Context: an optimization exercise on an open-source flow, tuned for small area and a short achievable clock period. The choices shown serve that exercise and are no tape-out recipe. Function was not checked in any run shown here: the RTL went through the layout flow alone.

==> flow/design.v, too long to show whole: its modules and the start of the top module <==
// module iir_fa: 4 lines
// module iir_ha: 4 lines
// module iir_hb: 4 lines
// module pipelined_iir: 6679 lines
module pipelined_iir(clk, reset, x, y);
  // ...
==> flow/flow/run.sh <==
#!/bin/bash
set -euo pipefail
export SETUP_SLACK_MARGIN=14
bash standard.sh > standard.log 2>&1
==> flow/standard.sh <==
#!/bin/bash
# synth_recipe.tcl (not shown) runs the flow's synth.tcl, then flattens the netlist and writes it again
# the make line also repeats each setting of config.mk as NAME=value (left out here)
make -C /OpenROAD-flow-scripts/flow DESIGN_CONFIG=/design/flow/config.mk WORK_HOME=/design/flow/orfs CLKGATE_MAP_FILE= SYNTH_SCRIPT=/design/flow/synth_recipe.tcl "${@:-finish}"
==> flow/config.mk <==
export PLATFORM = sky130hd
export DESIGN_NAME = pipelined_iir
export DESIGN_NICKNAME = pipelined_iir
export VERILOG_FILES = /design/flow/design.v
export SDC_FILE = /design/flow/constraint.sdc
export NUM_CORES = 8
export LEC_CHECK = 0
export CAP_MARGIN = 40
export CORE_MARGIN = 2
export CORE_UTILIZATION = 35
export SLEW_MARGIN = 40
export SYNTH_HIERARCHICAL = 1
export SYNTH_MINIMUM_KEEP_SIZE = 0
==> flow/constraint.sdc <==
create_clock -name core_clock -period 32.0 [get_ports {clk}]
set_input_delay 6.4000 -clock core_clock [delete_from_list [all_inputs] [get_ports {clk}]]
set_output_delay 6.4000 -clock core_clock [all_outputs]
set_load 0.01 [all_outputs]
==> results by group, run 1 <==
Status
  • Status: complete, no violations

Layout
  • Inverter count: 1514
  • Fillers: 39600
  • Final core occ: 39.4%
  • Most common cell after layout, fill and taps aside: fa_1
  • Layout cell share with drive strength beyond 1: 13.7%

Global routing
  • Met1 usage: between 30% and 40%

Setup path
  • Worst path arrival time: 11460 ps
  • R2R setup slack: ~14000 ps
  • Crit path max fanout: 8
  • Crit path max-delay family: adder cells
  • Slowest cell delay on critical path: 570 ps

STA
  • Fin Setup TNS: 0 ps
  • Final number of max-transition violations: 0
  • Final hold violation count: 0
  • Final worst slack: 14140 ps
  • Worst-margin pin slew: just over 1000 ps

Route
  • Metal-1 WL: 224 mm
  • WL met2: 270 mm

Yosys
  • Complex-gate fraction of the synthesized area: 4.86%
  • Syn nets: 16700
  • Post-synthesis mux area share: 0.0492%
  • Post-synthesis cell area: about 150000 µm²
  • Post-synthesis xor/xnor area fraction: 1.97%

Placed design
  • RePlAce Congestion: 1.04

Clocking
  • Hold buffers post-CTS: 0
==> run 2: changes to the inputs <==
==> flow/flow/run.sh (replaced) <==
#!/bin/bash
set -euo pipefail
export SETUP_SLACK_MARGIN=15
bash standard.sh MATCH_CELL_FOOTPRINT=0 finish > standard.log 2>&1
==> run 2 against run 1 <==
Via count increased by 0.57%. Critical endpoint is now y[23]. Cell count increased by 0.77%. Die area did not move. Register-to-register slack improved by 1000 ps. Sequential share of layout area is 0.099 points lower. Largest cell class unchanged. Sequential cell count did not move. Global-route usage increased by 0.44 points. Highest routed layer unchanged.
==> results by group, run 2 <==
STA
  • RSZ-0062 raised after global routing: yes
  • Minimum clock period: 17690 ps
  • Final worst slack: 14310 ps (+177 ps)
  • Fin Setup TNS: 0 ps (unchanged)
  • Fin crit share: 55.3%
  • Final number of max-transition violations: 0 (unchanged)
  • Final Skew: 101 ps
  • Setup violations, final: 0
  • Final hold violation count: 0 (unchanged)
  • Worst-margin pin slew: 950 ps (-60.6 ps)
  • Max Fclk: 56.5 MHz
  • Rel. slew slack: 36.4%

Floorplanning
  • Die width: 653 µm
  • Cell Rows: 238
  • Starting Density: between 30% and 40%
  • Area of the core: 420000 µm²
  • Die area: 426000 µm²
  • Die Ht: roughly 650 µm
  • I/O pin count: 66

Clocking
  • CTS Buffer Depth: 4
  • Clock latency on the worst-skew pair: 1020 ps
  • Clock buffer count from CTS: 118
  • CTS tree: yes
  • Number of H-tree levels: 3
  • CTS root buf: clkbuf_16
  • Clock tree sinks: 813
  • Worst-path clk slew: 60 ps

Placed design
  • RePlAce Congestion: 1.05 (+0.60%)
  • Place WS: 12620 ps
  • Dpl hpwl: 505 mm
  • I/O Buffers: 65

Route
  • WL met2: 278 mm (+2.8%)
  • Router iterations before antenna repair: 10
  • Metal-1 WL: 227 mm (+1.4%)
  • DR iter-0 viols: 9497
  • DRC Markers: 0
  • Met3 WL: 66.1 mm
  • Total number of vias: approximately 96000
  • Wire per inst: 36.9 µm
  • Drt via density: 5.49
  • Top Layer Used: met5
  • Routed WL: approximately 640 mm
  • Post-DRT Antenna Nets: 0

Yosys
  • Most numerous cell in the Yosys netlist: fa_1
  • Post-Synthesis Cells: 11100
  • Syn. warnings: 7
  • Flops & latches, synth: 813
  • Register area share after synthesis: between 10 and 15%
  • Async SR Flop Fraction: 0%
  • Top cells by count, synth: 4769 x fa_1, 1512 x inv_1, 813 x dfxtp_1, 802 x ha_1, 409 x nor2b_1
  • Syn Area/Cell: 13.2 µm²
  • Cell variety after synth: 100
  • Top FF cell, synth: dfxtp_1
  • Number of flops mapped to enable cells by yosys: 0
  • Post-synth top area share: 64.8%
  • Cell taking the most area after synthesis: fa_1
  • Post-synthesis cell area: 147000 µm² (unchanged)
  • Syn nets: 16700 (unchanged)
  • Area contributors post-synth: fa_1 65%, dfxtp_1 11%, ha_1 6.8%

Layout
  • Most frequent cells in the layout: 4751 x fa_1, 1502 x inv_1, 772 x ha_1
  • Final net count: 17400
  • Final core occ: 39.8% (+0.43 points)
  • Layout cell share with drive strength beyond 1: 15.5% (+1.7 points)
  • Area Growth Syn to Fin: 13.5%
  • Most common cell after layout, fill and taps aside: fa_1

Global routing
  • Global Route Usage Sum: a little over 30%
  • Antenna violations before repair: 28
  • Largest net degree at the start of global routing: 98
  • First-pass GRT wire length: 888 mm
  • Vias in the first global route: between 100k and 150k
  • Grt total ovfl: 0

Setup path
  • Critical path origin: x[16]
  • Reg-to-reg endpoint: w5[47]
  • Worst setup path endpoint: y[23]
  • Setup CP Type: input port to output port
  • CP most frequent cell: fa_2
  • FF-to-FF Start: qr[2]
  • R2R setup slack: 15370 ps (+1030 ps)
  • Crit path max fanout: 4 (-4)
  • Slowest cell delay on critical path: 560 ps (about the same)
  • Slowest-stage cell, CP: fa_2
  • Worst path arrival time: 11290 ps (-170 ps)
  • Crit-path cells: buf_8 -> buf_12 -> buf_4 -> fa_1 -> fa_2 -> fa_1 -> inv_1 -> fa_2 -> fa_2 -> ha_4 -> a21o_1 -> a21o_1 -> a2111oi_4 -> o21ai_2 -> a221oi_2 -> buf_4 -> o221ai_4 -> xnor2_2 -> buf_2
  • Critical Path RT: between 20000 and 30000 ps
  • Setup crit end kind: output port
  • Worst setup SP type: input port
  • R2R depth: 50

Hold path
  • Hold Path Class: flop to flop

Status
  • Status: complete, no violations

Run
  • Max-cap violations: 0
## run 2: critical path, delay by kind of cell
family	cells	cell delay (ps)
xor gates and xnor gates	1	170
buffers and inverters	6	770
AOI/OAI and AO/OA	6	1380
adders and majority gates	6	2520
## run 2: metrics by stage
stage	cell area [µm²]	instances	hold WS [ps]
global placement	160000	17000	396
global route	167000	17400	423
CTS	166000	17300	415
detailed placement	160000	17000	402
floorplan	147000	11100	389
finish	167000	17400	411
## run 2: worst min path at each step
stage | startpoint | to | slack (ps) | cells after the start
final | w7[2] | w6[2] | 410 | 1
after global placement | w8[2] | w7[2] | 400 | 1
after floorplan | w4[2] | w3[2] | 390 | 1
after global routing | w8[2] | w7[2] | 420 | 1
after CTS | w7[2] | w6[2] | 410 | 1
after detailed placement | w8[2] | w7[2] | 400 | 1
## run 2: routing by layer
metal,up-vias,GRT usage [%]
met5,-,0.158
met4,19,26.0
met3,2152,8.95
met2,5532,45.6
met1,52100,37.6
li1,35800,-
## run 2: timing repair
action | 4_1_cts | 5_1_grt
setup buffers | 77 | 57
gates resized for setup | 371 | 110
cloned | 3 | 0
setup endpoints to repair | 36 | 46
pin swaps | 64 | 66
endpoints found under the hold margin | 0 | 0
hold buffers | 0 | 0
## run 2: cell families after synthesis
group                      synth area share [%]
buffers and inverters                      4.51
and+or+nand+nor                            5.98
AOI/OAI and AO/OA                          4.86
xor gates and xnor gates                   1.97
muxes                                    0.0492
DFF                                        11.0
adders and majority gates                  71.6
## run 2: Yosys stat by module, one instance, submodules excluded
module         copies in the design  cell area [µm²]
iir_fa                         4763             20.0
iir_ha                          408             12.5
iir_hb                           26             27.5
pipelined_iir                     1            46200
## run 2: final cells by class
type	instances	area (µm²)
Fill cell	39700	252000
Multi-Input combinational cell	8587	128000
Clock buffer	165	3390
Sequential cell	813	16400
Timing Repair Buffer	738	5990
Antenna cell	23	57.6
Clock inverter	51	652
Tap cell	5520	6910
Inverter	1514	5690
==> run 3: changes to the inputs <==
--- a/flow/config.mk
+++ b/flow/config.mk
@@ -7,7 +7,7 @@
 export LEC_CHECK = 0
 export CAP_MARGIN = 40
 export CORE_MARGIN = 2
-export CORE_UTILIZATION = 35
+export CORE_UTILIZATION = 60
 export SLEW_MARGIN = 40
 export SYNTH_HIERARCHICAL = 1
 export SYNTH_MINIMUM_KEEP_SIZE = 0
==> run 3 against run 2 <==
Largest cell class unchanged. Sequential cell count is the same. Core utilization grew 28 points. Cell count shrank 13%. Hold slack gained 4.0 ps.
==> results by group, run 3 <==
Setup path
  • Worst path arrival time: 11240 ps (-50 ps)
  • Crit path max-delay family: adder cells
  • CP most frequent cell: fa_1
  • Setup CP Type: input port to output port
  • Crit-path cells: buf_6 -> buf_12 -> fa_1 -> fa_1 -> inv_1 -> fa_2 -> fa_1 -> fa_1 -> ha_4 -> a21oi_4 -> o21ai_4 -> a21oi_4 -> nor3_4 -> a2111oi_4 -> o21ai_4 -> a221oi_4 -> buf_4 -> o221ai_4 -> xnor2_2 -> buf_2
  • Setup crit end kind: output port
  • Slowest cell delay on critical path: 550 ps (about the same)
  • Worst setup SP type: input port
  • Number of buffers and inverters on the critical path: 5 (-1)
  • Crit path max fanout: 5 (+1)
  • Critical Path RT: 25600 ps (about the same)
  • Slowest-stage cell, CP: fa_1

Clocking
  • CTS tree: yes
  • CTS Buffer Depth: 3 (-1)
  • Number of H-tree levels: 3 (unchanged)
  • CTS root buf: clkbuf_16
  • Clock latency on the worst-skew pair: 870 ps (-150 ps)
  • Clock buffer count from CTS: 112 (-5.1%)
  • Worst-path clk slew: 60 ps (about the same)
  • Clock tree sinks: 813 (unchanged)

Route
  • DR iter-0 viols: 11800 (+24%)
  • Post-DRT Antenna Nets: 0 (unchanged)
  • Wire per inst: 42.9 µm (+16%)
  • Total number of vias: 102000 (+6.3%)
  • Drt via density: 6.75 (+23%)
  • Routed WL: 647 mm (+0.79%)
  • Router iterations before antenna repair: 7 (-3)
  • DRC Markers: 0 (unchanged)

Yosys
  • Async SR Flop Fraction: 0% (unchanged)
  • Post-synth top area share: 64.8% (unchanged)
  • Syn nets: 16700 (unchanged)
  • Syn Area/Cell: 13.2 µm² (unchanged)
  • Most numerous cell in the Yosys netlist: fa_1
  • Top FF cell, synth: dfxtp_1
  • Area contributors post-synth: fa_1 65%, dfxtp_1 11%, ha_1 6.8%
  • Number of flops mapped to enable cells by yosys: 0 (unchanged)
  • Post-Synthesis Cells: 11100 (unchanged)
  • Top cells by count, synth: 4769 x fa_1, 1512 x inv_1, 813 x dfxtp_1, 802 x ha_1, 409 x nor2b_1
  • Post-synthesis cell area: 147000 µm² (unchanged)
  • Flops & latches, synth: 813 (unchanged)
  • Register area share after synthesis: 11.0% (unchanged)
  • Cell variety after synth: 100 (unchanged)
  • Syn. warnings: 7 (unchanged)
  • Cell taking the most area after synthesis: fa_1

Layout
  • Area Growth Syn to Fin: 11.4%
  • Layout cell share with drive strength beyond 1: 15.6% (+0.16 points)
  • Non-Filler Instances: 15100 (-13%)
  • Fillers: 17400 (-56%)
  • Most common cell after layout, fill and taps aside: fa_1
  • Final core occ: 67.4% (+28 points)
  • Fin area: 164000 µm² (-1.8%)
  • Multi-input logic area: 128000 µm² (+0.13%)
  • Register area: 16400 µm² (-0.12%)
  • Most frequent cells in the layout: 4747 x fa_1, 1486 x inv_1, 772 x ha_1
  • Final net count: 17300 (-0.26%)

STA
  • Final number of max-transition violations: 0 (unchanged)
  • Worst-margin pin slew: 1030 ps (+79.7 ps)
  • Max Fclk: 56.7 MHz (+0.27%)
  • Final Skew: 43.0 ps (-58.5 ps)
  • Rel. slew slack: 31.3% (-5.1 points)
  • Final hold violation count: 0 (unchanged)
  • Setup violations, final: 0 (unchanged)
  • Fin crit share: 55.1% (-0.15 points)
  • RSZ-0062 raised after global routing: yes
  • Minimum clock period: 17640 ps (-47.6 ps)
  • Fin Setup TNS: 0 ps (unchanged)

Placed design
  • RePlAce Congestion: 1.05 (+0.59%)
  • Dpl hpwl: 490 mm (-2.9%)
  • Placed Instances: 14700 (-14%)
  • Cell Area, Placed: 157000 µm² (-2.0%)
  • I/O Buffers: 65 (unchanged)

Hold path
  • Hold Path Class: flop to flop

Floorplanning
  • Die width: 500 µm (-23%)
  • Die area: 250000 µm² (-41%)
  • Area of the core: 244000 µm² (-42%)
  • Starting Density: 60.5% (+25 points)
  • Cell Rows: 181 (-24%)
  • I/O pin count: 66 (unchanged)
  • Die Ht: 500 µm (-23%)

Global routing
  • Vias in the first global route: 113000 (+7.5%)
  • Antenna violations before repair: 60 (+110%)
  • First-pass GRT wire length: 904 mm (+1.7%)
  • Grt total ovfl: 0 (unchanged)
  • Largest net degree at the start of global routing: 188 (+92%)
  • Global Route Usage Sum: 54.5% (+23 points)

Status
  • Status: complete, no violations

Run
  • Max-cap violations: 0 (unchanged)
-- run 3: worst register-to-register path, delay by kind of cell (launching register included) --
kind            cells  cell delay (ps)
simple gates        5              720
flops               1              550
compound gates     13             3580
fa+ha+maj          26            10160
xor+xnor            1              160
buf+inv             5             1490
-- run 3: repair_timing --
action,in CTS,in global routing
cloned,1,0
buffers inserted,63,71
gates resized for setup,380,158
endpoints found under the setup margin,45,46
hold buffers,0,0
pin swaps,64,83
-- run 3: routing by layer --
metal / vias up / share of wire (%) / global-route usage, % / wire length (µm)
met2: 8854 / 41 / 73.8 / 264000
met4: 52 / 13 / 51.5 / 86900
met3: 3601 / 15 / 27.5 / 100000
met5: - / 0.12 / 1.60 / 771
li1: 35700 / - / - / -
met1: 53500 / 30 / 61.9 / 196000
-- run 3: layout make-up --
cell class,instances,area share (%)
diodes,45,0.0686
clock buffers,147,1.92
multi-input cells,8587,78.1
flip-flops and latches,813,10.0
inverters,1514,3.47
repair buffers,698,3.54
well taps,3202,2.44
clock inverters,64,0.463
-- run 3: logic make-up (layout without fill, tap and decap cells) --
kind of cell | count (synthesis) | in the layout | synth area share [%]
AO/OA/AOI/OAI | 1095 | 1095 | 4.86
AND/OR/NAND/NOR | 1582 | 1582 | 5.98
flip-flops | 813 | 813 | 11.0
adder cells (fa/ha/maj) | 5571 | 5571 | 71.6
other | 0 | 45 | 0
buffers and inverters | 1725 | 2423 | 4.51
XOR/XNOR | 332 | 332 | 1.97
multiplexers | 7 | 7 | 0.0492
-- run 3: final timing paths --
kind               from     end  slack, ps  cells past startpoint
setup reg to reg  xr[2]  w2[63]      15210                     50
hold / removal    w7[2]   w6[2]        410                      1
hold reg to reg   w7[2]   w6[2]        410                      1
setup / recovery  x[14]   y[23]      14360                     20
-- run 3: Yosys stat by module (local to each module, per instance) --
module         copies in the design  flip-flops and latches  cell area, µm²
iir_fa                         4763                       0            20.0
iir_hb                           26                       0            27.5
iir_ha                          408                       0            12.5
pipelined_iir                     1                     813           46200
-- run 3: stage by stage --
step | worst slack (ps) | hold slack [ps]
after floorplan | 14970 | 389
after global placement | 12470 | 402
after detailed placement | 12520 | 399
after CTS | 14180 | 416
after global routing | 14210 | 431
final | 14360 | 415

## what the ideal ports hide
The flow's constraints put no driver on any port. The routed layouts listed below were extracted and timed again, unchanged, in two steps. Step 1, drivers: a clkbuf_16 drives clk and a buf_2 each remaining input, both assumed. Step 2, shift: input delay + t, output delay - t, t = (earliest + latest rising clock arrival at the registers) / 2. This alone moves slack from input paths to output paths. Slacks: no drivers / after step 1 / after step 2; pairs: no drivers / after step 1.
| run | shift t [ns] | setup WS [ns] | worst hold slack (ns) | latest minus earliest clock arrival (ns) | worst register clock-pin slew, ns |
|---|---|---|---|---|---|
| run 1 | 0.981 | 14.136 / 14.077 / 14.077 | 0.411 / 0.411 / 0.411 | 0.103 / 0.103 | 0.08 / 0.08 |
| run 2 | 1.067 | 14.313 / 14.260 / 14.260 | 0.411 / 0.411 / 0.411 | 0.102 / 0.101 | 0.07 / 0.07 |
| run 3 | 0.967 | 14.361 / 14.317 / 14.317 | 0.415 / 0.415 / 0.415 | 0.046 / 0.046 | 0.07 / 0.07 |
After both steps every run listed still meets setup and hold. For run 1, which loses most, drivers alone change the setup slack by -0.059 ns; drivers and shift together by -0.059 ns.
